What follows belongs to an exercise in optimizing a design on an open flow for small area and a short achievable clock period; a production flow would make more cautious choices. Only simulation tests tie the RTL to the original design; equivalence was not proved.

--- design/flow/design.v ---
module NoC (
    input wire clk,
    input wire rst,
    input wire [3:0] in_west,
    input wire [3:0] in_south,
    input wire [3:0] in_east,
    input wire [3:0] in_north,
    input wire [1:0] west_sel,
    input wire [1:0] south_sel,
    input wire [1:0] east_sel,
    input wire [1:0] north_sel,
    input wire in_west_valid,
    input wire in_south_valid,
    input wire in_east_valid,
    input wire in_north_valid,
    input wire in_west_vc,
    input wire in_south_vc,
    input wire in_east_vc,
    input wire in_north_vc,
    output wire [3:0] out_west,
    output wire [3:0] out_south,
    output wire [3:0] out_east,
    output wire [3:0] out_north,
    output wire out_west_valid,
    output wire out_south_valid,
    output wire out_east_valid,
    output wire out_north_valid,
    output wire out_west_vc,
    output wire out_south_vc,
    output wire out_east_vc,
    output wire out_north_vc
);
    wire [3:0] s_in    [0:3];
    wire       s_valid [0:3];
    wire       s_vc    [0:3];
    wire [1:0] s_sel   [0:3];
    assign s_in[0] = in_west;  assign s_valid[0] = in_west_valid;  assign s_vc[0] = in_west_vc;  assign s_sel[0] = west_sel;
    assign s_in[1] = in_south; assign s_valid[1] = in_south_valid; assign s_vc[1] = in_south_vc; assign s_sel[1] = south_sel;
    assign s_in[2] = in_east;  assign s_valid[2] = in_east_valid;  assign s_vc[2] = in_east_vc;  assign s_sel[2] = east_sel;
    assign s_in[3] = in_north; assign s_valid[3] = in_north_valid; assign s_vc[3] = in_north_vc; assign s_sel[3] = north_sel;
    wire [63:0] de_data  [0:11];
    wire        de_valid [0:11];
    wire        de_vc    [0:11];
    wire [64:0] se_data  [0:11];
    wire        se_valid [0:11];
    wire        se_vc    [0:11];
    wire [3:0]  so_data  [0:11];
    wire        so_valid [0:11];
    wire        so_vc    [0:11];
    genvar e;
    generate
        for (e = 0; e < 12; e = e + 1) begin : edge_port
            Deserializer des (
                .clk(clk), .rst(rst),
                .data_in(s_in[e/3]), .valid_in(s_valid[e/3] && s_sel[e/3] == (e%3)), .vc_in(s_vc[e/3]),
                .data_out(de_data[e]), .valid_out(de_valid[e]), .vc_out(de_vc[e])
            );
            Serializer ser (
                .clk(clk), .rst(rst),
                .data_in(se_data[e][63:0]), .valid_in(se_valid[e]), .vc_in(se_vc[e]),
                .data_out(so_data[e]), .valid_out(so_valid[e]), .vc_out(so_vc[e])
            );
        end
    endgenerate
    wire [3:0] o_data  [0:3];
    wire       o_valid [0:3];
    wire       o_vc    [0:3];
    genvar s;
    generate
        for (s = 0; s < 4; s = s + 1) begin : side_out
            assign o_data[s]  = (s_sel[s] == 2'd0) ? so_data[s*3]  : (s_sel[s] == 2'd1) ? so_data[s*3+1]  :
                                (s_sel[s] == 2'd2) ? so_data[s*3+2]  : 4'b0;
            assign o_valid[s] = (s_sel[s] == 2'd0) ? so_valid[s*3] : (s_sel[s] == 2'd1) ? so_valid[s*3+1] :
                                (s_sel[s] == 2'd2) ? so_valid[s*3+2] : 1'b0;
            assign o_vc[s]    = (s_sel[s] == 2'd0) ? so_vc[s*3]    : (s_sel[s] == 2'd1) ? so_vc[s*3+1]    :
                                (s_sel[s] == 2'd2) ? so_vc[s*3+2]    : 1'b0;
        end
    endgenerate
    assign out_west  = o_data[0]; assign out_west_valid  = o_valid[0]; assign out_west_vc  = o_vc[0];
    assign out_south = o_data[1]; assign out_south_valid = o_valid[1]; assign out_south_vc = o_vc[1];
    assign out_east  = o_data[2]; assign out_east_valid  = o_valid[2]; assign out_east_vc  = o_vc[2];
    assign out_north = o_data[3]; assign out_north_valid = o_valid[3]; assign out_north_vc = o_vc[3];
    reg [2:0] lcred;
    always @(posedge clk or posedge rst) begin
        if (rst) lcred <= 3'd4;
        else lcred <= lcred + 3'd1;
    end
    wire lavail = (lcred != 3'd0);
    wire [259:0] r_in_data   [0:8];
    wire [3:0]   r_in_valid  [0:8];
    wire [3:0]   r_in_vc     [0:8];
    wire [7:0]   r_cred_in   [0:8];
    wire [259:0] r_out_data  [0:8];
    wire [3:0]   r_out_valid [0:8];
    wire [3:0]   r_out_vc    [0:8];
    wire [7:0]   r_cred_out  [0:8];
    genvar x, y;
    generate
        for (x = 1; x <= 3; x = x + 1) begin : col
            for (y = 1; y <= 3; y = y + 1) begin : row
                localparam integer R = (x-1)*3 + (y-1);
                Router #(.X(x), .Y(y)) router (
                    .clk(clk), .rst(rst),
                    .in_data(r_in_data[R]), .in_valid(r_in_valid[R]), .in_vc(r_in_vc[R]),
                    .cred_in(r_cred_in[R]), .lavail(lavail),
                    .out_data(r_out_data[R]), .out_valid(r_out_valid[R]), .out_vc(r_out_vc[R]),
                    .cred_out(r_cred_out[R])
                );
                if (y < 3) begin : n_in
                    assign r_in_data[R][0*65 +: 65] = r_out_data[R+1][2*65 +: 65];
                    assign r_in_valid[R][0] = r_out_valid[R+1][2];
                    assign r_in_vc[R][0]    = r_out_vc[R+1][2];
                    assign r_cred_in[R][1:0] = r_cred_out[R+1][5:4];
                end else begin : n_edge
                    assign r_in_data[R][0*65 +: 65] = {|de_data[9+x-1], de_data[9+x-1]};
                    assign r_in_valid[R][0] = de_valid[9+x-1];
                    assign r_in_vc[R][0]    = de_vc[9+x-1];
                    assign r_cred_in[R][1:0] = 2'b11;
                    assign se_data[9+x-1]  = r_out_data[R][0*65 +: 65];
                    assign se_valid[9+x-1] = r_out_valid[R][0];
                    assign se_vc[9+x-1]    = r_out_vc[R][0];
                end
                if (x < 3) begin : e_in
                    assign r_in_data[R][1*65 +: 65] = r_out_data[R+3][3*65 +: 65];
                    assign r_in_valid[R][1] = r_out_valid[R+3][3];
                    assign r_in_vc[R][1]    = r_out_vc[R+3][3];
                    assign r_cred_in[R][3:2] = r_cred_out[R+3][7:6];
                end else begin : e_edge
                    assign r_in_data[R][1*65 +: 65] = {|de_data[6+y-1], de_data[6+y-1]};
                    assign r_in_valid[R][1] = de_valid[6+y-1];
                    assign r_in_vc[R][1]    = de_vc[6+y-1];
                    assign r_cred_in[R][3:2] = 2'b11;
                    assign se_data[6+y-1]  = r_out_data[R][1*65 +: 65];
                    assign se_valid[6+y-1] = r_out_valid[R][1];
                    assign se_vc[6+y-1]    = r_out_vc[R][1];
                end
                if (y > 1) begin : s_in
                    assign r_in_data[R][2*65 +: 65] = r_out_data[R-1][0*65 +: 65];
                    assign r_in_valid[R][2] = r_out_valid[R-1][0];
                    assign r_in_vc[R][2]    = r_out_vc[R-1][0];
                    assign r_cred_in[R][5:4] = r_cred_out[R-1][1:0];
                end else begin : s_edge
                    assign r_in_data[R][2*65 +: 65] = {|de_data[3+x-1], de_data[3+x-1]};
                    assign r_in_valid[R][2] = de_valid[3+x-1];
                    assign r_in_vc[R][2]    = de_vc[3+x-1];
                    assign r_cred_in[R][5:4] = 2'b11;
                    assign se_data[3+x-1]  = r_out_data[R][2*65 +: 65];
                    assign se_valid[3+x-1] = r_out_valid[R][2];
                    assign se_vc[3+x-1]    = r_out_vc[R][2];
                end
                if (x > 1) begin : w_in
                    assign r_in_data[R][3*65 +: 65] = r_out_data[R-3][1*65 +: 65];
                    assign r_in_valid[R][3] = r_out_valid[R-3][1];
                    assign r_in_vc[R][3]    = r_out_vc[R-3][1];
                    assign r_cred_in[R][7:6] = r_cred_out[R-3][3:2];
                end else begin : w_edge
                    assign r_in_data[R][3*65 +: 65] = {|de_data[0+y-1], de_data[0+y-1]};
                    assign r_in_valid[R][3] = de_valid[0+y-1];
                    assign r_in_vc[R][3]    = de_vc[0+y-1];
                    assign r_cred_in[R][7:6] = 2'b11;
                    assign se_data[0+y-1]  = r_out_data[R][3*65 +: 65];
                    assign se_valid[0+y-1] = r_out_valid[R][3];
                    assign se_vc[0+y-1]    = r_out_vc[R][3];
                end
            end
        end
    endgenerate
endmodule
module Router #(
    parameter X = 1,
    parameter Y = 1
) (
    input  wire         clk,
    input  wire         rst,
    input  wire [259:0] in_data,     
    input  wire [3:0]   in_valid,
    input  wire [3:0]   in_vc,
    input  wire [7:0]   cred_in,     
    input  wire         lavail,      
    output wire [259:0] out_data,
    output wire [3:0]   out_valid,
    output wire [3:0]   out_vc,
    output wire [7:0]   cred_out     
);
    wire [15:0] rc_hdr [0:3];
    wire [64:0] cbs    [0:3];
    wire [3:0]  rc_nz, rc_valid, rc_vc, req, sa_vc, cgrant;
    wire [1:0]  vgrant [0:3];
    genvar p;
    generate
        for (p = 0; p < 4; p = p + 1) begin : ib
            Buffer buffer (
                .clk(clk), .rst(rst),
                .din(in_data[p*65 +: 65]), .dvalid(in_valid[p]), .dvc(in_vc[p]),
                .vgrant(vgrant[p]), .cgrant(cgrant[p]),
                .notfull(cred_out[2*p +: 2]),
                .rc_hdr(rc_hdr[p]), .rc_nz(rc_nz[p]), .rc_valid(rc_valid[p]), .rc_vc(rc_vc[p]),
                .req(req[p]), .sa_vc(sa_vc[p]), .cbs(cbs[p])
            );
        end
    endgenerate
    reg  [2:0] cred [0:7];
    wire [9:0] av;
    genvar d;
    generate
        for (d = 0; d < 8; d = d + 1) begin : cr
            assign av[d] = (cred[d] != 3'd0);
        end
    endgenerate
    assign av[9:8] = {lavail, lavail};
    function [3:0] rcomp;
        input [2:0] dy, dx;
        input [9:0] a;
        reg [2:0] prim, sec, port;
        reg [1:0] pa;
        begin
            if (dx == X && dy == Y) begin prim = 3'd4; sec = 3'd4; end
            else if (dx < X) begin
                prim = 3'd3;
                sec = (dy > Y) ? 3'd0 : (dy < Y) ? 3'd2 : 3'd3;
            end
            else if (dy > Y) begin prim = 3'd0; sec = 3'd0; end
            else if (dy < Y) begin prim = 3'd2; sec = 3'd2; end
            else begin prim = 3'd1; sec = 3'd1; end
            port = (a[2*prim +: 2] != 2'b00) ? prim : sec;
            pa = a[2*port +: 2];
            rcomp = {port, ~pa[0] & pa[1]};
        end
    endfunction
    reg  [31:0] tbl;             
    wire [3:0]  comp  [0:3];
    wire [3:0]  route [0:3];
    wire [2:0]  port  [0:3];
    wire [3:0]  rvc;
    wire [3:0]  is_head;
    generate
        for (p = 0; p < 4; p = p + 1) begin : rc
            assign is_head[p] = (rc_hdr[p][9:7] == 3'b000);
            assign comp[p]  = rcomp(rc_hdr[p][15:13], rc_hdr[p][12:10], av);
            assign route[p] = is_head[p] ? comp[p] : tbl[rc_hdr[p][2:0]*4 +: 4];
            assign port[p]  = route[p][3:1];
            assign rvc[p]   = route[p][0];
        end
    endgenerate
    integer k;
    always @(posedge clk or posedge rst) begin
        if (rst) tbl <= 32'b0;
        else begin
            for (k = 0; k < 4; k = k + 1)
                if (is_head[k] && rc_nz[k]) tbl[rc_hdr[k][2:0]*4 +: 4] <= comp[k];
        end
    end
    function [3:0] rr;
        input [1:0] last;
        input [3:0] r;
        integer j;
        reg [1:0] idx;
        reg found;
        begin
            rr = 4'b0; found = 1'b0;
            for (j = 1; j <= 4; j = j + 1) begin
                idx = last + j[1:0];
                if (!found && r[idx]) begin rr[idx] = 1'b1; found = 1'b1; end
            end
        end
    endfunction
    function [1:0] enc4;
        input [3:0] oh;
        begin
            enc4 = {oh[3] | oh[2], oh[3] | oh[1]};
        end
    endfunction
    reg  [1:0] vlast [0:4];
    wire [3:0] vwin  [0:4];
    wire [3:0] vwon;
    wire [3:0] g;
    genvar o;
    generate
        for (o = 0; o < 5; o = o + 1) begin : va
            wire [3:0] r;
            for (p = 0; p < 4; p = p + 1) begin : rq
                assign r[p] = rc_valid[p] && (port[p] == o);
            end
            assign vwin[o] = rr(vlast[o], r);
        end
        for (p = 0; p < 4; p = p + 1) begin : vg
            assign vwon[p] = vwin[0][p] | vwin[1][p] | vwin[2][p] | vwin[3][p] | vwin[4][p];
            assign g[p] = vwon[p] & av[{port[p], rvc[p]}];
            wire gv = req[p] ? sa_vc[p] : rc_vc[p];
            assign vgrant[p] = g[p] ? (gv ? 2'b10 : 2'b01) : 2'b00;
        end
    endgenerate
    always @(posedge clk or posedge rst) begin
        if (rst) begin
            for (k = 0; k < 5; k = k + 1) vlast[k] <= 2'd0;
            for (k = 0; k < 8; k = k + 1) cred[k] <= 3'd4;
        end else begin
            for (k = 0; k < 5; k = k + 1)
                if ((vwin[k] & g) != 4'b0) vlast[k] <= enc4(vwin[k]);
            for (k = 0; k < 8; k = k + 1)
                cred[k] <= cred[k] + {2'b0, cred_in[k]} - {2'b0, vgrant[k/2][k%2]};
        end
    end
    reg  [1:0] clast [0:4];
    reg  [4:0] lk;
    reg  [6:0] lid   [0:4];
    wire [3:0] cwin  [0:4];
    wire [2:0] wtype [0:4];
    wire [6:0] wid   [0:4];
    generate
        for (o = 0; o < 5; o = o + 1) begin : sa
            wire [3:0] r;
            for (p = 0; p < 4; p = p + 1) begin : rq
                assign r[p] = req[p] && (port[p] == o) &&
                              (!lk[o] || cbs[p][54:48] == lid[o]);
            end
            assign cwin[o] = rr(clast[o], r);
            assign wtype[o] = ({3{cwin[o][0]}} & cbs[0][57:55]) | ({3{cwin[o][1]}} & cbs[1][57:55]) |
                              ({3{cwin[o][2]}} & cbs[2][57:55]) | ({3{cwin[o][3]}} & cbs[3][57:55]);
            assign wid[o]   = ({7{cwin[o][0]}} & cbs[0][54:48]) | ({7{cwin[o][1]}} & cbs[1][54:48]) |
                              ({7{cwin[o][2]}} & cbs[2][54:48]) | ({7{cwin[o][3]}} & cbs[3][54:48]);
        end
        for (p = 0; p < 4; p = p + 1) begin : sg
            assign cgrant[p] = cwin[0][p] | cwin[1][p] | cwin[2][p] | cwin[3][p] | cwin[4][p];
        end
        for (o = 0; o < 4; o = o + 1) begin : xb
            assign out_data[o*65 +: 65] = ({65{cwin[o][0]}} & cbs[0]) | ({65{cwin[o][1]}} & cbs[1]) |
                                          ({65{cwin[o][2]}} & cbs[2]) | ({65{cwin[o][3]}} & cbs[3]);
            assign out_valid[o] = cwin[o] != 4'b0;
            assign out_vc[o]    = (cwin[o] & sa_vc) != 4'b0;
        end
    endgenerate
    always @(posedge clk or posedge rst) begin
        if (rst) begin
            lk <= 5'b0;
            for (k = 0; k < 5; k = k + 1) begin
                clast[k] <= 2'd0;
                lid[k] <= 7'd0;
            end
        end else begin
            for (k = 0; k < 5; k = k + 1) begin
                if (cwin[k] != 4'b0) begin
                    clast[k] <= enc4(cwin[k]);
                    if (!lk[k]) begin
                        if (wtype[k] == 3'b000) begin
                            lk[k] <= 1'b1;
                            lid[k] <= wid[k];
                        end
                    end else if (wtype[k] == 3'b010) begin
                        lk[k] <= 1'b0;
                    end
                end
            end
        end
    end
endmodule
module Buffer (
    input  wire        clk,
    input  wire        rst,
    input  wire [64:0] din,
    input  wire        dvalid,
    input  wire        dvc,
    input  wire [1:0]  vgrant,     
    input  wire        cgrant,     
    output wire [1:0]  notfull,
    output wire [15:0] rc_hdr,     
    output wire        rc_nz,      
    output wire        rc_valid,
    output wire        rc_vc,
    output wire        req,        
    output wire        sa_vc,
    output wire [64:0] cbs
);
    reg [64:0] m0 [0:3];
    reg [64:0] m1 [0:3];
    reg [1:0] hd0, tl0, hd1, tl1;
    reg [2:0] n0, n1;
    reg last, gr0, gr1, cl0, cl1;
    wire e0 = (n0 == 3'd0);
    wire e1 = (n1 == 3'd0);
    wire f0 = n0[2];
    wire f1 = n1[2];
    assign notfull = {~f1, ~f0};
    wire [64:0] h0 = m0[hd0];
    wire [64:0] h1 = m1[hd1];
    wire a0 = gr0 & ~e0;
    wire a1 = gr1 & ~e1;
    wire s0 = ~e0 & (e1 | last);
    wire s1 = ~e1 & (e0 | ~last);
    assign rc_hdr   = s0 ? h0[63:48] : h1[63:48];
    assign rc_nz    = s0 ? h0[64] : (s1 & h1[64]);
    assign rc_valid = ~e0 | ~e1;
    assign rc_vc    = ~s0;
    assign req      = a0 | a1;
    assign sa_vc    = ~a0;
    assign cbs      = a0 ? h0 : h1;
    wire dq0 = cgrant & a0;
    wire dq1 = cgrant & a1;
    wire eq0 = dvalid & ~dvc & ~f0;
    wire eq1 = dvalid &  dvc & ~f1;
    always @(posedge clk) begin
        if (eq0) m0[tl0] <= din;
        if (eq1) m1[tl1] <= din;
    end
    always @(posedge clk or posedge rst) begin
        if (rst) begin
            hd0 <= 2'd0; tl0 <= 2'd0; n0 <= 3'd0;
            hd1 <= 2'd0; tl1 <= 2'd0; n1 <= 3'd0;
            last <= 1'b0;
            gr0 <= 1'b0; gr1 <= 1'b0; cl0 <= 1'b0; cl1 <= 1'b0;
        end else begin
            if (eq0) tl0 <= tl0 + 2'd1;
            if (dq0) hd0 <= hd0 + 2'd1;
            n0 <= n0 + {2'b0, eq0} - {2'b0, dq0};
            if (eq1) tl1 <= tl1 + 2'd1;
            if (dq1) hd1 <= hd1 + 2'd1;
            n1 <= n1 + {2'b0, eq1} - {2'b0, dq1};
            gr0 <= vgrant[0] | (gr0 & ~cl0);
            cl0 <= ~vgrant[0] & dq0 & (h0[57:55] == 3'b010);
            gr1 <= vgrant[1] | (gr1 & ~cl1);
            cl1 <= ~vgrant[1] & dq1 & (h1[57:55] == 3'b010);
            if (cgrant) last <= sa_vc;
        end
    end
endmodule
module Serializer (
    input  wire        clk,
    input  wire        rst,
    input  wire [63:0] data_in,
    input  wire        valid_in,
    input  wire        vc_in,
    output wire [3:0]  data_out,
    output reg         valid_out,
    output wire        vc_out
);
    reg [63:0] s0, s1, s2, s3;
    reg [59:0] s4lo;
    reg [3:0]  s4hi;
    reg [3:0]  vcs;
    reg        vc4;
    reg [2:0]  tx, tl, fc;
    reg [3:0]  count;
    wire [2:0] hd = (tx == 3'd4) ? 3'd0 : tx + 3'd1;
    wire do_enq = valid_in && !fc[2];
    wire do_deq = (count == 4'd0) && (fc != 3'd0);
    always @(posedge clk) begin
        if (do_enq) begin
            case (tl)
                3'd0: begin s0 <= data_in; vcs[0] <= vc_in; end
                3'd1: begin s1 <= data_in; vcs[1] <= vc_in; end
                3'd2: begin s2 <= data_in; vcs[2] <= vc_in; end
                3'd3: begin s3 <= data_in; vcs[3] <= vc_in; end
                default: s4lo <= data_in[59:0];
            endcase
        end
    end
    always @(posedge clk or posedge rst) begin
        if (rst) begin
            s4hi <= 4'b0;
            vc4  <= 1'b0;
        end else if (do_enq && tl == 3'd4) begin
            s4hi <= data_in[63:60];
            vc4  <= vc_in;
        end
    end
    always @(posedge clk or posedge rst) begin
        if (rst) begin
            tx <= 3'd4; tl <= 3'd0; fc <= 3'd0; count <= 4'd0; valid_out <= 1'b0;
        end else begin
            valid_out <= do_deq || (count != 4'd0);
            if (do_deq) begin
                tx <= hd;
                count <= 4'd1;
            end else if (count != 4'd0) begin
                count <= count + 4'd1;
            end
            if (do_enq) tl <= (tl == 3'd4) ? 3'd0 : tl + 3'd1;
            case ({do_enq, do_deq})
                2'b10: fc <= fc + 3'd1;
                2'b01: fc <= fc - 3'd1;
                default: ;
            endcase
        end
    end
    wire [63:0] s4 = {s4hi, s4lo};
    reg  [63:0] cur;
    reg         cvc;
    always @(*) begin
        case (tx)
            3'd0: begin cur = s0; cvc = vcs[0]; end
            3'd1: begin cur = s1; cvc = vcs[1]; end
            3'd2: begin cur = s2; cvc = vcs[2]; end
            3'd3: begin cur = s3; cvc = vcs[3]; end
            default: begin cur = s4; cvc = vc4; end
        endcase
    end
    wire [3:0] nib = count - 4'd1;
    assign data_out = cur[nib*4 +: 4];
    assign vc_out = cvc;
endmodule
module Deserializer (
    input  wire        clk,
    input  wire        rst,
    input  wire [3:0]  data_in,
    input  wire        valid_in,
    input  wire        vc_in,
    output reg  [63:0] data_out,
    output reg         valid_out,
    output reg         vc_out
);
    reg [3:0] count;
    always @(posedge clk or posedge rst) begin
        if (rst) begin
            data_out  <= 64'b0;
            count     <= 4'b0;
            valid_out <= 1'b0;
            vc_out    <= 1'b0;
        end else begin
            valid_out <= valid_in && (count == 4'd15);
            if (valid_in) data_out[count*4 +: 4] <= data_in;
            if (valid_in && count == 4'd0) vc_out <= vc_in;
            if (valid_in || count != 4'd0) count <= count + 4'd1;
        end
    end
endmodule
--- design/flow/run.sh ---
#!/bin/bash
# synth_recipe.tcl (not shown) runs the flow's synth.tcl, then flattens the netlist and writes it again
# the make line also repeats each setting of config.mk as NAME=value (left out here)
make -C /OpenROAD-flow-scripts/flow DESIGN_CONFIG=/design/flow/config.mk WORK_HOME=/design/flow/orfs CLKGATE_MAP_FILE= SYNTH_SCRIPT=/design/flow/synth_recipe.tcl finish
--- design/flow/config.mk ---
export PLATFORM = sky130hd
export DESIGN_NAME = NoC
export DESIGN_NICKNAME = NoC
export VERILOG_FILES = /design/flow/design.v
export SDC_FILE = /design/flow/constraint.sdc
export NUM_CORES = 8
export LEC_CHECK = 0
export CAP_MARGIN = 30
export CORE_MARGIN = 2
export CORE_UTILIZATION = 35
export PLACE_DENSITY = 0.45
export SLEW_MARGIN = 30
--- design/flow/constraint.sdc ---
create_clock -name core_clock -period 12.0 [get_ports {clk}]
set_input_delay 2.4000 -clock core_clock [delete_from_list [all_inputs] [get_ports {clk}]]
set_output_delay 2.4000 -clock core_clock [all_outputs]
set_load 0.01 [all_outputs]
==> results of run 1 <==
## layout make-up
class	count	area [µm²]	share of cell area, %
flip-flops and latches	25359	748000	57.9
well taps	42505	53200	4.11
repair buffers	3577	28700	2.22
diodes	251	628	0.0486
clock inverters	1434	15100	1.17
inverters	2032	7630	0.590
multi-input cells	39153	364000	28.1
clock buffers	3739	75600	5.84
## worst max-delay path by stage
stage,to,depth (start not counted),slack [ns],start
floorplan,col[1].row[1].router.clast[0][0]$_DFFE_PP0N_,1,-29.27,rst
global placement,col[1].row[2].router.ib[1].buffer.m0[2][58]$_DFFE_PP_,19,1.43,col[2].row[2].router.ib[1].buffer.hd0[0]$_DFFE_PP0P_
detailed placement,col[1].row[2].router.ib[1].buffer.m0[2][63]$_DFFE_PP_,21,2.09,col[2].row[2].router.ib[1].buffer.hd0[1]$_DFFE_PP0P_
CTS,out_south[1],12,1.64,edge_port[5].ser.count[0]$_DFFE_PP0P_
global route,col[1].row[2].router.ib[1].buffer.m0[2][53]$_DFFE_PP_,20,1.54,col[2].row[2].router.ib[1].buffer.hd1[0]$_DFFE_PP0P_
finish,out_south[1],12,1.70,edge_port[5].ser.count[0]$_DFFE_PP0P_
## Yosys cell counts (all sizes together) (757+ instances only)
cell type  number
edfxtp      22560
nand2        6211
mux4         4926
dfrtp        2714
clkbuf       2571
nor2         2096
mux2i        2039
inv          2001
a21oi        1762
a22oi        1638
ha           1610
o21ai        1591
buf          1510
xnor2        1458
o22ai        1300
o221ai       1288
mux2         1142
a221o        1072
nor3          844
xor2          825
nand3         757
## through the flow
step           std cells  setup WS [ns]  utilization (%)
4_1_cts           117750           1.64             40.4
6_report          118050           1.70             40.4
3_5_place_dp      112577           2.09             37.5
2_1_floorplan      70625         -29.27                -
3_3_place_gp      112450           1.43             37.4
5_1_grt           117868           1.54             40.4
## flip-flops by register name, summed over array words and instances, names as in the netlist, 48 cells and up
signal,flops
col.row.router.tbl,288
col.row.router.cred,216
edge_port.ser.s4lo,720
edge_port.ser.s2,768
col.row.router.ib.buffer.hd0,72
edge_port.des.data_out,768
edge_port.ser.s4hi,48
edge_port.ser.vcs,48
edge_port.ser.s3,768
edge_port.ser.s0,768
edge_port.ser.s1,768
col.row.router.ib.buffer.n0,108
edge_port.ser.count,48
col.row.router.ib.buffer.m1,9360
col.row.router.clast,90
col.row.router.ib.buffer.tl0,72
col.row.router.lid,315
col.row.router.ib.buffer.n1,108
col.row.router.vlast,90
col.row.router.ib.buffer.tl1,72
edge_port.des.count,48
col.row.router.ib.buffer.m0,9360
col.row.router.ib.buffer.hd1,72
## critical path: cells and delay by family (launching register included)
| family | cells | cell delay, ns |
|---|---|---|
| compound gates | 2 | 0.93 |
| fa+ha+maj | 1 | 0.31 |
| buf+inv | 5 | 2.84 |
| flops | 1 | 0.34 |
| mux | 2 | 0.91 |
| simple gates | 2 | 0.75 |
## layer usage
metal | wire, µm | share of wire, %
met3 | 394000 | 8.5
met2 | 2020000 | 44
met1 | 1940000 | 42
met4 | 281000 | 6.1
met5 | 1070 | 0.023
## cell usage in the layout (no fill, tap or decap), types with 621 or more instances in the layout
master	count
sky130_fd_sc_hd__o22ai_1	1287
sky130_fd_sc_hd__edfxtp_1	22560
sky130_fd_sc_hd__a221oi_1	621
sky130_fd_sc_hd__dfrtp_1	2545
sky130_fd_sc_hd__nor3_1	753
sky130_fd_sc_hd__buf_4	3336
sky130_fd_sc_hd__mux2_2	1116
sky130_fd_sc_hd__ha_1	1595
sky130_fd_sc_hd__xor2_1	816
sky130_fd_sc_hd__xnor2_1	1453
sky130_fd_sc_hd__nand3_1	757
sky130_fd_sc_hd__clkbuf_16	2826
sky130_fd_sc_hd__o211ai_1	721
sky130_fd_sc_hd__mux4_2	4926
sky130_fd_sc_hd__a21oi_1	1731
sky130_fd_sc_hd__clkbuf_1	772
sky130_fd_sc_hd__nor2_1	2070
sky130_fd_sc_hd__nand2_1	6200
sky130_fd_sc_hd__o21ai_0	1374
sky130_fd_sc_hd__o221ai_1	752
sky130_fd_sc_hd__a22oi_1	1636
sky130_fd_sc_hd__mux2i_1	1611
sky130_fd_sc_hd__inv_1	1989
sky130_fd_sc_hd__a221o_1	989
## cell families after synthesis
logic type      count (synthesis)
simple gates                13566
fa+ha+maj                    1742
compound gates              13455
xor+xnor                     2283
flops                       25359
mux                          8107
buf+inv                      6113
==> out/summary.json, run 1 <==
{
  "die_w_um": 1790,
  "ys.flop_type": "sky130_fd_sc_hd__edfxtp_1",
  "post_synthesis_mux_area_share_pct": 12.9,
  "worstSetupEndpointType": "output port",
  "synthSimpleGateAreaFrac_pct": 5.69,
  "vias_in_the_first_global_route": 681157,
  "hold_slack_ns": 0.377,
  "post_synth_xor_area_fraction_pct": 1.78,
  "post-route-period-util_pct": 85.8,
  "via_count": 711347,
  "detailedRoute.firstIterationViolations": 93475,
  "max_cap_viol_count": 0,
  "cts.reportedPaths.clkPinSlew_ns": 0.06,
  "sum_of_negative_setup_slack_ns": 0,
  "unrepaired_setup_endpoints_after_global_routing": "no",
  "detailed_route_wl_um": 4640000,
  "synth-edff-count": 22560,
  "y_dimension_of_the_die_um": 1790,
  "yosys_register_bits": 25359,
  "initial_core_util_pct": 35.1,
  "groute.layer.met1.usage_pct": 38.5,
  "timing.critical_path.from_type": "flip-flop",
  "tightest_slew_ns": 1.28,
  "synth_area_mm2": 1.12,
  "global_route.usage.met2_pct": 41.6,
  "synth_top_family_by_area": "multiplexers",
  "placeableCoreArea_mm2": 3.20,
  "detail_route.wl_per_cell_um": 39.3,
  "detail_route.vias_per_cell": 6.03,
  "reg2reg_depth": 18,
  "cts_root_buffer": "sky130_fd_sc_hd__clkbuf_16",
  "drtAntennaViolNets": 0,
  "worst_r2r_endpoint": "col[1].row[2].router.ib[1].buffer.m0[2][63]$_DFFE_PP_",
  "gr-usage-all-layers_pct": 27.8,
  "run_status": "no timing/DRC/antenna violations",
  "clock_path_buffers": 6,
  "timing.fmax_mhz": 97.1,
  "grt_remaining_overflow": 0,
  "min_path_type": "flip-flop to flip-flop",
  "synth_compound_area_share_pct": 8.89,
  "r2r_setup_slack_ns": 1.94,
  "max_stage_delay_ns": 0.71,
  "cts.htree.levels": 8,
  "cell_count_of_the_worst_hold_path": 1,
  "cts-buffers-inserted": 2807,
  "route.detailed.drc": 0,
  "drt_pre_antenna_iters": 13,
  "yosys.cell_types.count": 122,
  "cts_num_sinks": 25359,
  "slew_violations": 0,
  "place_congestion": 0.991,
  "postPlaceCellArea_mm2": 1.20,
  "worst_ep_arrival_time_ns": 7.90,
  "synthAdderAreaFrac_pct": 2.03,
  "synth_top_cells_by_area": "sky130_fd_sc_hd__edfxtp_1 60%, sky130_fd_sc_hd__mux4_2 9.9%, sky130_fd_sc_hd__dfrtp_1 6.1%, sky130_fd_sc_hd__nand2_1 2.1%, sky130_fd_sc_hd__mux2i_1 1.8%",
  "max_slew_margin_pct": 14.1,
  "grt_first_pass_wirelength_um": 6200000,
  "numPortBuffers": 57,
  "synth.top_cell.area_share_pct": 60.4,
  "timing.clock.skew_ns": 0.180,
  "post-route-cell-area_mm2": 1.29,
  "cp_cell_sequence": "buf_4 > inv_1 > buf_4 > ha_1 > buf_4 > mux4_2 > mux4_2 > a21oi_1 > nand3_1 > o311ai_0 > nand2_1 > clkdlybuf4s50_1",
  "hp-start": "col[1].row[3].router.ib[2].buffer.cl0$_DFF_PP0_",
  "routing_layer_with_the_top_usage_in_global_route": "met2",
  "share_of_the_yosys_chip_area_belonging_to_registers_pct": 66.7,
  "path_class": "flip-flop to output port",
  "cts_hold_buffers": 0,
  "dp_hpwl_um": 3340000,
  "placementRows": 657,
  "layout.nets": 74706,
  "syn-mean-instance-area_um2": 15.9,
  "yosys.area.top_type": "sky130_fd_sc_hd__edfxtp_1",
  "r2r-start": "col[2].row[2].router.ib[3].buffer.n0[2]$_DFF_PP0_",
  "post_cts_resize_count": 0,
  "postSynthNetCount": 72401,
  "tritoncts": "built",
  "finalHoldViolCount": 0,
  "postSynth.asyncResetShare_pct": 11.0,
  "crit_path_max_fanout": 52,
  "fillers": 290826,
  "met3_usage_pct": 6.13,
  "worstSkewPairLatency_ns": 1.81,
  "finalWorstPathRequiredPeriod_ns": 10.30,
  "io_pins": 58,
  "post-cts-setup-buffers": 0,
  "crit_required_ns": 9.60,
  "netlist_instances": 70625,
  "area.growth.synth_to_final_pct": 15.3,
  "synth.yosys.warnings": 85,
  "hold_path_end": "col[1].row[3].router.ib[2].buffer.gr0$_DFF_PP0_",
  "final_layout_size_suffix_gt1_share_pct": 21.3,
  "total_die_area_mm2": 3.22,
  "grt_max_degree": 128,
  "cpMaxStageDelayCell": "sky130_fd_sc_hd__a21oi_1",
  "grt_antenna_before_repair": 419,
  "timing.final.setup_violations": 0,
  "critPathMostFrequentCell": "sky130_fd_sc_hd__buf_4"
}
==> run 2: changes to the inputs <==
--- a/design/flow/design.v
+++ b/design/flow/design.v
@@ -209,36 +209,45 @@
     endgenerate
     assign av[9:8] = {lavail, lavail};
-    function [3:0] rcomp;
+    function [5:0] rcomp;
         input [2:0] dy, dx;
         input [9:0] a;
-        reg [2:0] prim, sec, port;
+        reg lx, gx, ly, gy, ey, aw;
+        reg [4:0] oh;
         reg [1:0] pa;
         begin
-            if (dx == X && dy == Y) begin prim = 3'd4; sec = 3'd4; end
-            else if (dx < X) begin
-                prim = 3'd3;
-                sec = (dy > Y) ? 3'd0 : (dy < Y) ? 3'd2 : 3'd3;
-            end
-            else if (dy > Y) begin prim = 3'd0; sec = 3'd0; end
-            else if (dy < Y) begin prim = 3'd2; sec = 3'd2; end
-            else begin prim = 3'd1; sec = 3'd1; end
-            port = (a[2*prim +: 2] != 2'b00) ? prim : sec;
-            pa = a[2*port +: 2];
-            rcomp = {port, ~pa[0] & pa[1]};
+            lx = dx < X; gx = dx > X;
+            ly = dy < Y; gy = dy > Y; ey = (dy == Y);
+            aw = a[6] | a[7];
+            oh[3] = lx & (aw | ey);
+            oh[0] = gy & ~(lx & aw);
+            oh[2] = ly & ~(lx & aw);
+            oh[1] = gx & ey;
+            oh[4] = ~lx & ~gx & ey;
+            pa = ({2{oh[0]}} & a[1:0]) | ({2{oh[1]}} & a[3:2]) | ({2{oh[2]}} & a[5:4]) |
+                 ({2{oh[3]}} & a[7:6]) | ({2{oh[4]}} & a[9:8]);
+            rcomp = {oh, ~pa[0] & pa[1]};
+        end
+    endfunction
+    function [2:0] enc5;
+        input [4:0] oh;
+        begin
+            enc5 = {oh[4], oh[3] | oh[2], oh[3] | oh[1]};
         end
     endfunction
     reg  [31:0] tbl;             
-    wire [3:0]  comp  [0:3];
-    wire [3:0]  route [0:3];
-    wire [2:0]  port  [0:3];
+    wire [5:0]  comp  [0:3];
+    wire [4:0]  poh   [0:3];     
     wire [3:0]  rvc;
     wire [3:0]  is_head;
+    wire [3:0]  tent  [0:3];
     generate
         for (p = 0; p < 4; p = p + 1) begin : rc
             assign is_head[p] = (rc_hdr[p][9:7] == 3'b000);
             assign comp[p]  = rcomp(rc_hdr[p][15:13], rc_hdr[p][12:10], av);
-            assign route[p] = is_head[p] ? comp[p] : tbl[rc_hdr[p][2:0]*4 +: 4];
-            assign port[p]  = route[p][3:1];
-            assign rvc[p]   = route[p][0];
+            assign tent[p]  = tbl[rc_hdr[p][2:0]*4 +: 4];
+            assign poh[p]   = is_head[p] ? comp[p][5:1] :
+                              {tent[p][3:1] == 3'd4, tent[p][3:1] == 3'd3, tent[p][3:1] == 3'd2,
+                               tent[p][3:1] == 3'd1, tent[p][3:1] == 3'd0};
+            assign rvc[p]   = is_head[p] ? comp[p][0] : tent[p][0];
         end
     endgenerate
@@ -248,28 +257,20 @@
         else begin
             for (k = 0; k < 4; k = k + 1)
-                if (is_head[k] && rc_nz[k]) tbl[rc_hdr[k][2:0]*4 +: 4] <= comp[k];
+                if (is_head[k] && rc_nz[k]) tbl[rc_hdr[k][2:0]*4 +: 4] <= {enc5(comp[k][5:1]), comp[k][0]};
         end
     end
     function [3:0] rr;
-        input [1:0] last;
+        input [3:0] l;       
         input [3:0] r;
-        integer j;
-        reg [1:0] idx;
-        reg found;
-        begin
-            rr = 4'b0; found = 1'b0;
-            for (j = 1; j <= 4; j = j + 1) begin
-                idx = last + j[1:0];
-                if (!found && r[idx]) begin rr[idx] = 1'b1; found = 1'b1; end
-            end
-        end
-    endfunction
-    function [1:0] enc4;
-        input [3:0] oh;
+        integer i;
         begin
-            enc4 = {oh[3] | oh[2], oh[3] | oh[1]};
+            for (i = 0; i < 4; i = i + 1)
+                rr[i] = r[i] & (l[(i+3)%4] |
+                                (l[(i+2)%4] & ~r[(i+3)%4]) |
+                                (l[(i+1)%4] & ~r[(i+2)%4] & ~r[(i+3)%4]) |
+                                (l[i] & ~r[(i+1)%4] & ~r[(i+2)%4] & ~r[(i+3)%4]));
         end
     endfunction
-    reg  [1:0] vlast [0:4];
+    reg  [3:0] vlast [0:4];
     wire [3:0] vwin  [0:4];
     wire [3:0] vwon;
@@ -280,5 +281,5 @@
             wire [3:0] r;
             for (p = 0; p < 4; p = p + 1) begin : rq
-                assign r[p] = rc_valid[p] && (port[p] == o);
+                assign r[p] = rc_valid[p] & poh[p][o];
             end
             assign vwin[o] = rr(vlast[o], r);
@@ -286,5 +287,5 @@
         for (p = 0; p < 4; p = p + 1) begin : vg
             assign vwon[p] = vwin[0][p] | vwin[1][p] | vwin[2][p] | vwin[3][p] | vwin[4][p];
-            assign g[p] = vwon[p] & av[{port[p], rvc[p]}];
+            assign g[p] = vwon[p] & |(poh[p] & (rvc[p] ? {av[9], av[7], av[5], av[3], av[1]} : {av[8], av[6], av[4], av[2], av[0]}));
             wire gv = req[p] ? sa_vc[p] : rc_vc[p];
             assign vgrant[p] = g[p] ? (gv ? 2'b10 : 2'b01) : 2'b00;
@@ -293,14 +294,14 @@
     always @(posedge clk or posedge rst) begin
         if (rst) begin
-            for (k = 0; k < 5; k = k + 1) vlast[k] <= 2'd0;
+            for (k = 0; k < 5; k = k + 1) vlast[k] <= 4'b0001;
             for (k = 0; k < 8; k = k + 1) cred[k] <= 3'd4;
         end else begin
             for (k = 0; k < 5; k = k + 1)
-                if ((vwin[k] & g) != 4'b0) vlast[k] <= enc4(vwin[k]);
+                if ((vwin[k] & g) != 4'b0) vlast[k] <= vwin[k];
             for (k = 0; k < 8; k = k + 1)
                 cred[k] <= cred[k] + {2'b0, cred_in[k]} - {2'b0, vgrant[k/2][k%2]};
         end
     end
-    reg  [1:0] clast [0:4];
+    reg  [3:0] clast [0:4];
     reg  [4:0] lk;
     reg  [6:0] lid   [0:4];
@@ -312,5 +313,5 @@
             wire [3:0] r;
             for (p = 0; p < 4; p = p + 1) begin : rq
-                assign r[p] = req[p] && (port[p] == o) &&
+                assign r[p] = req[p] & poh[p][o] &
                               (!lk[o] || cbs[p][54:48] == lid[o]);
             end
@@ -335,5 +336,5 @@
             lk <= 5'b0;
             for (k = 0; k < 5; k = k + 1) begin
-                clast[k] <= 2'd0;
+                clast[k] <= 4'b0001;
                 lid[k] <= 7'd0;
             end
@@ -341,5 +342,5 @@
             for (k = 0; k < 5; k = k + 1) begin
                 if (cwin[k] != 4'b0) begin
-                    clast[k] <= enc4(cwin[k]);
+                    clast[k] <= cwin[k];
                     if (!lk[k]) begin
                         if (wtype[k] == 3'b000) begin
@@ -372,52 +373,73 @@
     output wire [64:0] cbs
 );
-    reg [64:0] m0 [0:3];
-    reg [64:0] m1 [0:3];
-    reg [1:0] hd0, tl0, hd1, tl1;
-    reg [2:0] n0, n1;
+    wire [16:0] dh = {din[64], din[63:48]};
+    wire [47:0] dp = din[47:0];
+    reg [16:0] H0 [0:3];
+    reg [16:0] H1 [0:3];
+    reg [47:0] P0 [0:3];
+    reg [47:0] P1 [0:3];
+    reg [3:0] t0, t1;           
+    reg [3:0] hp0, tp0, hp1, tp1;   
     reg last, gr0, gr1, cl0, cl1;
-    wire e0 = (n0 == 3'd0);
-    wire e1 = (n1 == 3'd0);
-    wire f0 = n0[2];
-    wire f1 = n1[2];
-    assign notfull = {~f1, ~f0};
-    wire [64:0] h0 = m0[hd0];
-    wire [64:0] h1 = m1[hd1];
-    wire a0 = gr0 & ~e0;
-    wire a1 = gr1 & ~e1;
-    wire s0 = ~e0 & (e1 | last);
-    wire s1 = ~e1 & (e0 | ~last);
-    assign rc_hdr   = s0 ? h0[63:48] : h1[63:48];
-    assign rc_nz    = s0 ? h0[64] : (s1 & h1[64]);
-    assign rc_valid = ~e0 | ~e1;
+    wire ne0 = t0[0];
+    wire ne1 = t1[0];
+    assign notfull = {~t1[3], ~t0[3]};
+    wire a0 = gr0 & ne0;
+    wire a1 = gr1 & ne1;
+    wire s0 = ne0 & (~ne1 | last);
+    assign rc_hdr   = s0 ? H0[0][15:0] : H1[0][15:0];
+    assign rc_nz    = s0 ? H0[0][16] : (ne1 & H1[0][16]);
+    assign rc_valid = ne0 | ne1;
     assign rc_vc    = ~s0;
     assign req      = a0 | a1;
     assign sa_vc    = ~a0;
-    assign cbs      = a0 ? h0 : h1;
+    wire [3:0] ps0 = hp0 & {4{a0}};
+    wire [3:0] ps1 = hp1 & {4{~a0}};
+    wire [47:0] pay = ({48{ps0[0]}} & P0[0]) | ({48{ps0[1]}} & P0[1]) |
+                      ({48{ps0[2]}} & P0[2]) | ({48{ps0[3]}} & P0[3]) |
+                      ({48{ps1[0]}} & P1[0]) | ({48{ps1[1]}} & P1[1]) |
+                      ({48{ps1[2]}} & P1[2]) | ({48{ps1[3]}} & P1[3]);
+    wire [16:0] hh = a0 ? H0[0] : H1[0];
+    assign cbs = {hh, pay};
     wire dq0 = cgrant & a0;
     wire dq1 = cgrant & a1;
-    wire eq0 = dvalid & ~dvc & ~f0;
-    wire eq1 = dvalid &  dvc & ~f1;
+    wire eq0 = dvalid & ~dvc & ~t0[3];
+    wire eq1 = dvalid &  dvc & ~t1[3];
+    integer i;
     always @(posedge clk) begin
-        if (eq0) m0[tl0] <= din;
-        if (eq1) m1[tl1] <= din;
+        for (i = 0; i < 4; i = i + 1) begin
+            if (dq0 || (eq0 && !t0[i] && (i == 0 || t0[i > 0 ? i - 1 : 0])))
+                H0[i] <= (dq0 && i < 3 && t0[i < 3 ? i + 1 : 3]) ? H0[i < 3 ? i + 1 : 3] : dh;
+            if (dq1 || (eq1 && !t1[i] && (i == 0 || t1[i > 0 ? i - 1 : 0])))
+                H1[i] <= (dq1 && i < 3 && t1[i < 3 ? i + 1 : 3]) ? H1[i < 3 ? i + 1 : 3] : dh;
+            if (eq0 && tp0[i]) P0[i] <= dp;
+            if (eq1 && tp1[i]) P1[i] <= dp;
+        end
     end
     always @(posedge clk or posedge rst) begin
         if (rst) begin
-            hd0 <= 2'd0; tl0 <= 2'd0; n0 <= 3'd0;
-            hd1 <= 2'd0; tl1 <= 2'd0; n1 <= 3'd0;
+            t0 <= 4'b0; t1 <= 4'b0;
+            hp0 <= 4'b0001; tp0 <= 4'b0001; hp1 <= 4'b0001; tp1 <= 4'b0001;
             last <= 1'b0;
             gr0 <= 1'b0; gr1 <= 1'b0; cl0 <= 1'b0; cl1 <= 1'b0;
         end else begin
-            if (eq0) tl0 <= tl0 + 2'd1;
-            if (dq0) hd0 <= hd0 + 2'd1;
-            n0 <= n0 + {2'b0, eq0} - {2'b0, dq0};
-            if (eq1) tl1 <= tl1 + 2'd1;
-            if (dq1) hd1 <= hd1 + 2'd1;
-            n1 <= n1 + {2'b0, eq1} - {2'b0, dq1};
+            case ({eq0, dq0})
+                2'b10: t0 <= {t0[2:0], 1'b1};
+                2'b01: t0 <= {1'b0, t0[3:1]};
+                default: ;
+            endcase
+            case ({eq1, dq1})
+                2'b10: t1 <= {t1[2:0], 1'b1};
+                2'b01: t1 <= {1'b0, t1[3:1]};
+                default: ;
+            endcase
+            if (eq0) tp0 <= {tp0[2:0], tp0[3]};
+            if (dq0) hp0 <= {hp0[2:0], hp0[3]};
+            if (eq1) tp1 <= {tp1[2:0], tp1[3]};
+            if (dq1) hp1 <= {hp1[2:0], hp1[3]};
             gr0 <= vgrant[0] | (gr0 & ~cl0);
-            cl0 <= ~vgrant[0] & dq0 & (h0[57:55] == 3'b010);
+            cl0 <= ~vgrant[0] & dq0 & (H0[0][9:7] == 3'b010);
             gr1 <= vgrant[1] | (gr1 & ~cl1);
-            cl1 <= ~vgrant[1] & dq1 & (h1[57:55] == 3'b010);
+            cl1 <= ~vgrant[1] & dq1 & (H1[0][9:7] == 3'b010);
             if (cgrant) last <= sa_vc;
         end
@@ -430,50 +452,52 @@
     input  wire        valid_in,
     input  wire        vc_in,
-    output wire [3:0]  data_out,
+    output reg  [3:0]  data_out,
     output reg         valid_out,
-    output wire        vc_out
+    output reg         vc_out
 );
-    reg [63:0] s0, s1, s2, s3;
-    reg [59:0] s4lo;
-    reg [3:0]  s4hi;
-    reg [3:0]  vcs;
-    reg        vc4;
-    reg [2:0]  tx, tl, fc;
+    reg [63:0] s [0:4];
+    reg [4:0]  vcs;
+    reg [4:0]  hd, tl;           
+    wire [4:0] tx = {hd[0], hd[4:1]};    
+    reg [2:0]  fc;
     reg [3:0]  count;
-    wire [2:0] hd = (tx == 3'd4) ? 3'd0 : tx + 3'd1;
+    wire sending = (count != 4'd0);
     wire do_enq = valid_in && !fc[2];
-    wire do_deq = (count == 4'd0) && (fc != 3'd0);
+    wire do_deq = !sending && (fc != 3'd0);
+    integer i;
     always @(posedge clk) begin
-        if (do_enq) begin
-            case (tl)
-                3'd0: begin s0 <= data_in; vcs[0] <= vc_in; end
-                3'd1: begin s1 <= data_in; vcs[1] <= vc_in; end
-                3'd2: begin s2 <= data_in; vcs[2] <= vc_in; end
-                3'd3: begin s3 <= data_in; vcs[3] <= vc_in; end
-                default: s4lo <= data_in[59:0];
-            endcase
-        end
+        for (i = 0; i < 5; i = i + 1)
+            if (do_enq && tl[i]) begin
+                s[i]   <= data_in;
+                vcs[i] <= vc_in;
+            end
     end
-    always @(posedge clk or posedge rst) begin
-        if (rst) begin
-            s4hi <= 4'b0;
-            vc4  <= 1'b0;
-        end else if (do_enq && tl == 3'd4) begin
-            s4hi <= data_in[63:60];
-            vc4  <= vc_in;
+    reg  [63:0] cur;
+    reg         nvc;
+    always @(*) begin
+        cur = 64'b0;
+        nvc = 1'b0;
+        for (i = 0; i < 5; i = i + 1) begin
+            cur = cur | ({64{hd[i] & do_deq | tx[i] & ~do_deq}} & s[i]);
+            nvc = nvc | (hd[i] & vcs[i]);
         end
     end
+    wire [3:0] nib = cur[count*4 +: 4];
     always @(posedge clk or posedge rst) begin
         if (rst) begin
-            tx <= 3'd4; tl <= 3'd0; fc <= 3'd0; count <= 4'd0; valid_out <= 1'b0;
+            hd <= 5'b00001; tl <= 5'b00001;
+            fc <= 3'd0; count <= 4'd0;
+            data_out <= 4'b0; valid_out <= 1'b0; vc_out <= 1'b0;
         end else begin
-            valid_out <= do_deq || (count != 4'd0);
+            valid_out <= do_deq || sending;
+            if (do_deq || sending) data_out <= nib;
             if (do_deq) begin
-                tx <= hd;
+                hd <= {hd[3:0], hd[4]};
+                vc_out <= nvc;
                 count <= 4'd1;
-            end else if (count != 4'd0) begin
+            end else if (sending) begin
                 count <= count + 4'd1;
             end
-            if (do_enq) tl <= (tl == 3'd4) ? 3'd0 : tl + 3'd1;
+            if (do_enq) tl <= {tl[3:0], tl[4]};
             case ({do_enq, do_deq})
                 2'b10: fc <= fc + 3'd1;
@@ -483,19 +507,4 @@
         end
     end
-    wire [63:0] s4 = {s4hi, s4lo};
-    reg  [63:0] cur;
-    reg         cvc;
-    always @(*) begin
-        case (tx)
-            3'd0: begin cur = s0; cvc = vcs[0]; end
-            3'd1: begin cur = s1; cvc = vcs[1]; end
-            3'd2: begin cur = s2; cvc = vcs[2]; end
-            3'd3: begin cur = s3; cvc = vcs[3]; end
-            default: begin cur = s4; cvc = vc4; end
-        endcase
-    end
-    wire [3:0] nib = count - 4'd1;
-    assign data_out = cur[nib*4 +: 4];
-    assign vc_out = cvc;
 endmodule
 module Deserializer (
--- a/design/flow/config.mk
+++ b/design/flow/config.mk
@@ -10,3 +10,4 @@
 export CORE_UTILIZATION = 35
 export PLACE_DENSITY = 0.45
+export SETUP_SLACK_MARGIN = 5
 export SLEW_MARGIN = 30
==> out/summary.json, run 2 <==
{
  "run_status": {"value": "no timing/DRC/antenna violations", "change": "unchanged"},
  "grt_max_degree": {"value": 142, "change": "was 128"},
  "via_count": {"value": 757301, "change": "was 711347"},
  "critPathMostFrequentCell": {"value": "sky130_fd_sc_hd__buf_4", "change": "unchanged"},
  "synth.yosys.warnings": {"value": 90, "change": "was 85"},
  "unrepaired_setup_endpoints_after_global_routing": {"value": "yes", "change": "was no"},
  "synth-edff-count": {"value": 22620, "change": "was 22560"},
  "crit_required": {"value": 13.55, "unit": "ns", "change": "was 9.60 ns"},
  "seq_area": {"value": 0.764, "unit": "mm²", "change": "was 0.748 mm²"},
  "detailedRoute.firstIterationViolations": {"value": 110342, "change": "was 93475"},
  "total_die_area": {"value": 3.21, "unit": "mm²", "change": "was 3.22 mm²"},
  "cpMaxStageDelayCell": {"value": "sky130_fd_sc_hd__nor3_1", "change": "was sky130_fd_sc_hd__a21oi_1"},
  "initial_core_util": {"value": 35.1, "unit": "%", "change": "about the same"},
  "synthMostInstantiatedCell": {"value": "sky130_fd_sc_hd__edfxtp_1", "change": "unchanged"},
  "detailedPlace.worstSlack": {"value": 4.16, "unit": "ns", "change": "was 2.09 ns"},
  "area.growth.synth_to_final": {"value": 14.1, "unit": "%", "change": "was 15.3%"},
  "min_path_type": {"value": "flip-flop to flip-flop", "change": "unchanged"},
  "syn-mean-instance-area": {"value": 14.4, "unit": "µm²", "change": "was 15.9 µm²"},
  "synth_compound_area_share": {"value": 14.3, "unit": "%", "change": "was 8.89%"},
  "cp_cell_sequence": {"value": "buf_4 > inv_2 > nor3_1 > nor4_1 > a2bb2oi_1 > o2111ai_1 > nor2_1 > a31oi_1 > and3_2 > buf_4 > a222oi_1 > o21a_1 > nand2_2 > nor2_4 > buf_4", "change": "was buf_4 > inv_1 > buf_4 > ha_1 > buf_4 > mux4_2 > mux4_2 > a21oi_1 > nand3_1 > o311ai_0 > nand2_1 > clkdlybuf4s50_1"},
  "detailed_route_wl": {"value": 4670000, "unit": "µm", "change": "was 4640000 µm"},
  "yosys.cell_types.count": {"value": 151, "change": "was 122"},
  "cts.htree.levels": {"value": 8, "change": "unchanged"},
  "post_synthesis_mux_area_share": {"value": 6.27, "unit": "%", "change": "was 12.9%"},
  "finalWorstPathRequiredPeriod": {"value": 7.03, "unit": "ns", "change": "was 10.30 ns"},
  "drt_pre_antenna_iters": {"value": 14, "change": "was 13"},
  "timing.critical_path.from_type": {"value": "flip-flop", "change": "unchanged"},
  "post-route-period-util": {"value": 58.6, "unit": "%", "change": "was 85.8%"},
  "cts.reportedPaths.clkPinSlew": {"value": 0.07, "unit": "ns", "change": "was 0.06 ns"},
  "grt_remaining_overflow": {"value": 0, "change": "unchanged"},
  "dp_hpwl": {"value": 3200000, "unit": "µm", "change": "was 3340000 µm"},
  "worstSetupEndpointType": {"value": "flip-flop", "change": "was output port"},
  "fillers": {"value": 294998, "change": "was 290826"},
  "routing_layer_with_the_top_usage_in_global_route": {"value": "met2", "change": "unchanged"},
  "met3_usage": {"value": 6.09, "unit": "%", "change": "was 6.13%"},
  "tritoncts": {"value": "built", "change": "unchanged"},
  "path_buf_inv": {"value": 4, "change": "was 5"},
  "ys.flop_type": {"value": "sky130_fd_sc_hd__edfxtp_1", "change": "unchanged"},
  "clock_path_buffers": {"value": 6, "change": "unchanged"},
  "reg.largest.list": {"value": "col.row.router.ib.buffer.P0 x6912, col.row.router.ib.buffer.P1 x6912, edge_port.ser.s x3840", "change": "was col.row.router.ib.buffer.m0 x9360, col.row.router.ib.buffer.m1 x9360"},
  "sum_of_negative_setup_slack": {"value": 0, "unit": "ns", "change": "unchanged"},
  "timing.fmax": {"value": 142, "unit": "MHz", "change": "was 97.1 MHz"},
  "tightest_slew": {"value": 1.15, "unit": "ns", "change": "was 1.28 ns"},
  "numPortBuffers": {"value": 57, "change": "unchanged"},
  "io_pins": {"value": 58, "change": "unchanged"},
  "post-route-cell-area": {"value": 1.28, "unit": "mm²", "change": "was 1.29 mm²"},
  "postSynthNetCount": {"value": 78316, "change": "was 72401"},
  "grt_first_pass_wirelength": {"value": 6290000, "unit": "µm", "change": "was 6200000 µm"},
  "max_slew_margin": {"value": 21.2, "unit": "%", "change": "was 14.1%"},
  "gr-usage-all-layers": {"value": 27.8, "unit": "%", "change": "about the same"},
  "detail_route.wl_per_cell": {"value": 37.8, "unit": "µm", "change": "was 39.3 µm"},
  "timing.final.setup_violations": {"value": 0, "change": "unchanged"},
  "cts_hold_buffers": {"value": 0, "change": "unchanged"},
  "grt_antenna_before_repair": {"value": 354, "change": "was 419"},
  "synth_common_cells": {"value": "22620 x sky130_fd_sc_hd__edfxtp_1, 8359 x sky130_fd_sc_hd__a22oi_1, 4687 x sky130_fd_sc_hd__mux2_2", "change": "was 22560 x sky130_fd_sc_hd__edfxtp_1, 6211 x sky130_fd_sc_hd__nand2_1, 4926 x sky130_fd_sc_hd__mux4_2"},
  "route.detailed.drc": {"value": 0, "change": "unchanged"},
  "timing.critical_path.max_delay_family": {"value": "simple AND/OR/NAND/NOR gates", "change": "was buffers and inverters"},
  "die_w": {"value": 1790, "unit": "µm", "change": "about the same"},
  "vias_in_the_first_global_route": {"value": 717699, "change": "was 681157"},
  "synthAdderAreaFrac": {"value": 0.733, "unit": "%", "change": "was 2.03%"},
  "worst_ep_arrival_time": {"value": 8.58, "unit": "ns", "change": "was 7.90 ns"},
  "yosys.area.top_type": {"value": "sky130_fd_sc_hd__edfxtp_1", "change": "unchanged"},
  "yosys_register_bits": {"value": 26007, "change": "was 25359"},
  "drtAntennaViolNets": {"value": 0, "change": "unchanged"},
  "most-common-layout-cells": {"value": "22620 x sky130_fd_sc_hd__edfxtp_1, 8358 x sky130_fd_sc_hd__a22oi_1, 4687 x sky130_fd_sc_hd__mux2_2", "change": "was 22560 x sky130_fd_sc_hd__edfxtp_1, 6200 x sky130_fd_sc_hd__nand2_1, 4926 x sky130_fd_sc_hd__mux4_2"},
  "synth.top_cell.area_share": {"value": 60.7, "unit": "%", "change": "was 60.4%"},
  "synthSimpleGateAreaFrac": {"value": 7.03, "unit": "%", "change": "was 5.69%"},
  "layout_commonest_cell": {"value": "sky130_fd_sc_hd__edfxtp_1", "change": "unchanged"},
  "area_occupied_by_multi_input_gates": {"value": 0.335, "unit": "mm²", "change": "was 0.364 mm²"},
  "cts-buffers-inserted": {"value": 2873, "change": "was 2807"},
  "max_stage_delay": {"value": 0.93, "unit": "ns", "change": "was 0.71 ns"},
  "finalHoldViolCount": {"value": 0, "change": "unchanged"},
  "worstSkewPairLatency": {"value": 1.92, "unit": "ns", "change": "was 1.81 ns"},
  "y_dimension_of_the_die": {"value": 1790, "unit": "µm", "change": "about the same"},
  "share_of_the_yosys_chip_area_belonging_to_registers": {"value": 68.3, "unit": "%", "change": "was 66.7%"},
  "netlist_instances": {"value": 77663, "change": "was 70625"},
  "cts_num_sinks": {"value": 26007, "change": "was 25359"},
  "timing.clock.skew": {"value": 0.0987, "unit": "ns", "change": "was 0.180 ns"},
  "synth_top_family_by_area": {"value": "compound AO/OA/AOI/OAI gates", "change": "was multiplexers"},
  "postSynth.asyncResetShare": {"value": 13.0, "unit": "%", "change": "was 11.0%"},
  "synth_area": {"value": 1.12, "unit": "mm²", "change": "about the same"},
  "groute.layer.met1.usage": {"value": 38.8, "unit": "%", "change": "was 38.5%"},
  "layout.nets": {"value": 79255, "change": "was 74706"},
  "postPlaceCellArea": {"value": 1.18, "unit": "mm²", "change": "was 1.20 mm²"},
  "path_class": {"value": "flip-flop to flip-flop", "change": "was flip-flop to output port"},
  "cts_root_buffer": {"value": "sky130_fd_sc_hd__clkbuf_16", "change": "unchanged"},
  "max_cap_viol_count": {"value": 0, "change": "unchanged"},
  "detail_route.vias_per_cell": {"value": 6.13, "change": "was 6.03"},
  "global_route.usage.met2": {"value": 41.9, "unit": "%", "change": "was 41.6%"},
  "slew_violations": {"value": 0, "change": "unchanged"},
  "placementRows": {"value": 656, "change": "was 657"},
  "timing.final.ws_setup": {"value": 4.97, "unit": "ns", "change": "was 1.70 ns"},
  "final_layout_size_suffix_gt1_share": {"value": 18.1, "unit": "%", "change": "was 21.3%"},
  "post_synth_xor_area_fraction": {"value": 0.942, "unit": "%", "change": "was 1.78%"},
  "synth_top_cells_by_area": {"value": "sky130_fd_sc_hd__edfxtp_1 61%, sky130_fd_sc_hd__dfrtp_1 6.8%, sky130_fd_sc_hd__a22oi_1 5.6%, sky130_fd_sc_hd__mux2_2 4.7%, sky130_fd_sc_hd__a222oi_1 1.8%", "change": "was sky130_fd_sc_hd__edfxtp_1 60%, sky130_fd_sc_hd__mux4_2 9.9%, sky130_fd_sc_hd__dfrtp_1 6.1%, sky130_fd_sc_hd__nand2_1 2.1%, sky130_fd_sc_hd__mux2i_1 1.8%"},
  "place_congestion": {"value": 0.988, "change": "was 0.991"},
  "placeableCoreArea": {"value": 3.19, "unit": "mm²", "change": "was 3.20 mm²"},
  "crit_path_max_fanout": {"value": 40, "change": "was 52"}
}
## run 2: layout make-up
| type | instances | area share (%) |
|---|---|---|
| sequential | 26007 | 59.9 |
| multi-input combinational | 44896 | 26.2 |
| clock buffer | 3891 | 6.13 |
| tap | 42441 | 4.16 |
| timing repair buffer | 2947 | 1.91 |
| clock inverter | 1395 | 1.08 |
| inverter | 1877 | 0.553 |
| antenna | 185 | 0.0363 |
## run 2: worst paths after layout
| check | endpoint | slack (ns) | startpoint | cells after the start |
|---|---|---|---|---|
| max in group asynchronous | edge_port[8].des.data_out[13]$_DFFE_PP0P_ | 8.22 | rst | 6 |
| min | col[1].row[3].router.ib[0].buffer.gr0$_DFF_PP0_ | 0.40 | col[1].row[3].router.ib[0].buffer.cl0$_DFF_PP0_ | 1 |
| max | col[3].row[2].router.ib[0].buffer.P0[0][42]$_DFFE_PP_ | 4.97 | col[3].row[3].router.ib[3].buffer.t0[0]$_DFFE_PP0P_ | 15 |
| max reg2reg | col[3].row[2].router.ib[0].buffer.P0[0][42]$_DFFE_PP_ | 4.97 | col[3].row[3].router.ib[3].buffer.t0[0]$_DFFE_PP0P_ | 15 |
| min reg2reg | col[1].row[3].router.ib[0].buffer.gr0$_DFF_PP0_ | 0.40 | col[1].row[3].router.ib[0].buffer.cl0$_DFF_PP0_ | 1 |
| min in group asynchronous | edge_port[1].des.data_out[55]$_DFFE_PP0P_ | 1.34 | rst | 3 |
## run 2: repair_timing
item / in CTS / in global routing
gates resized for setup: 123 / 184
endpoints found under the setup margin: 7098 / 8348
buffers inserted: 23 / 17
pin swaps: 15 / 6
cloned: 7 / 1
## run 2: logic make-up (layout without fill, tap and decap cells)
kind of cell | Yosys count | in the layout
buf+inv | 6768 | 10110
simple gates | 15376 | 15384
compound gates | 21555 | 21555
flops | 26007 | 26007
xor+xnor | 1203 | 1203
fa+ha+maj | 619 | 619
other cells | 0 | 185
mux | 6135 | 6135
## run 2: stage by stage
stage / hold WS [ns] / utilization (%) / std cells
final: 0.396 / 40.0 / 123639
after detailed placement: 0.407 / 37.0 / 118042
after floorplan: 0.400 / - / 77663
after global routing: 0.419 / 40.0 / 123476
after CTS: 0.405 / 39.9 / 123358
after global placement: 0.402 / 36.9 / 117900
## run 2: metal layers
| layer | routed length [µm] | share of wire [%] | up-vias |
|---|---|---|---|
| li1 | - | - | 315924 |
| met1 | 1970000 | 42 | 397091 |
| met2 | 2030000 | 44 | 36911 |
| met3 | 407000 | 8.7 | 7327 |
| met4 | 252000 | 5.4 | 48 |
| met5 | 448 | 0.0096 | - |

==> afterwards: timing with drivers on the ports <==
Ports are ideal in the flow. The routed layouts listed here were re-timed in OpenROAD. Step 1, drivers: a clkbuf_16 drives clk and a buf_2 each remaining input, both assumed. Step 2 moves the port delays by t, midway between the first and last clock arrival at a register: inputs arrive t later, outputs are due t later. That takes back most of the time a late clock gives input paths. a / b / c = ideal ports / drivers / drivers and shift; a / b = the first two.
| run | t, ns | setup WS [ns] | worst hold slack (ns) | worst register clock-pin slew, ns | cell pins on the clock port's net |
|---|---|---|---|---|---|
| run 1 | 1.962 | 1.704 / 1.459 / 1.939 | 0.377 / 0.377 / 0.377 | 0.09 / 0.09 | 1 |
| run 2 | 2.023 | 4.966 / 4.966 / 4.966 | 0.396 / 0.396 / 0.396 | 0.08 / 0.08 | 1 |
After both steps setup and hold are still met in every run listed.
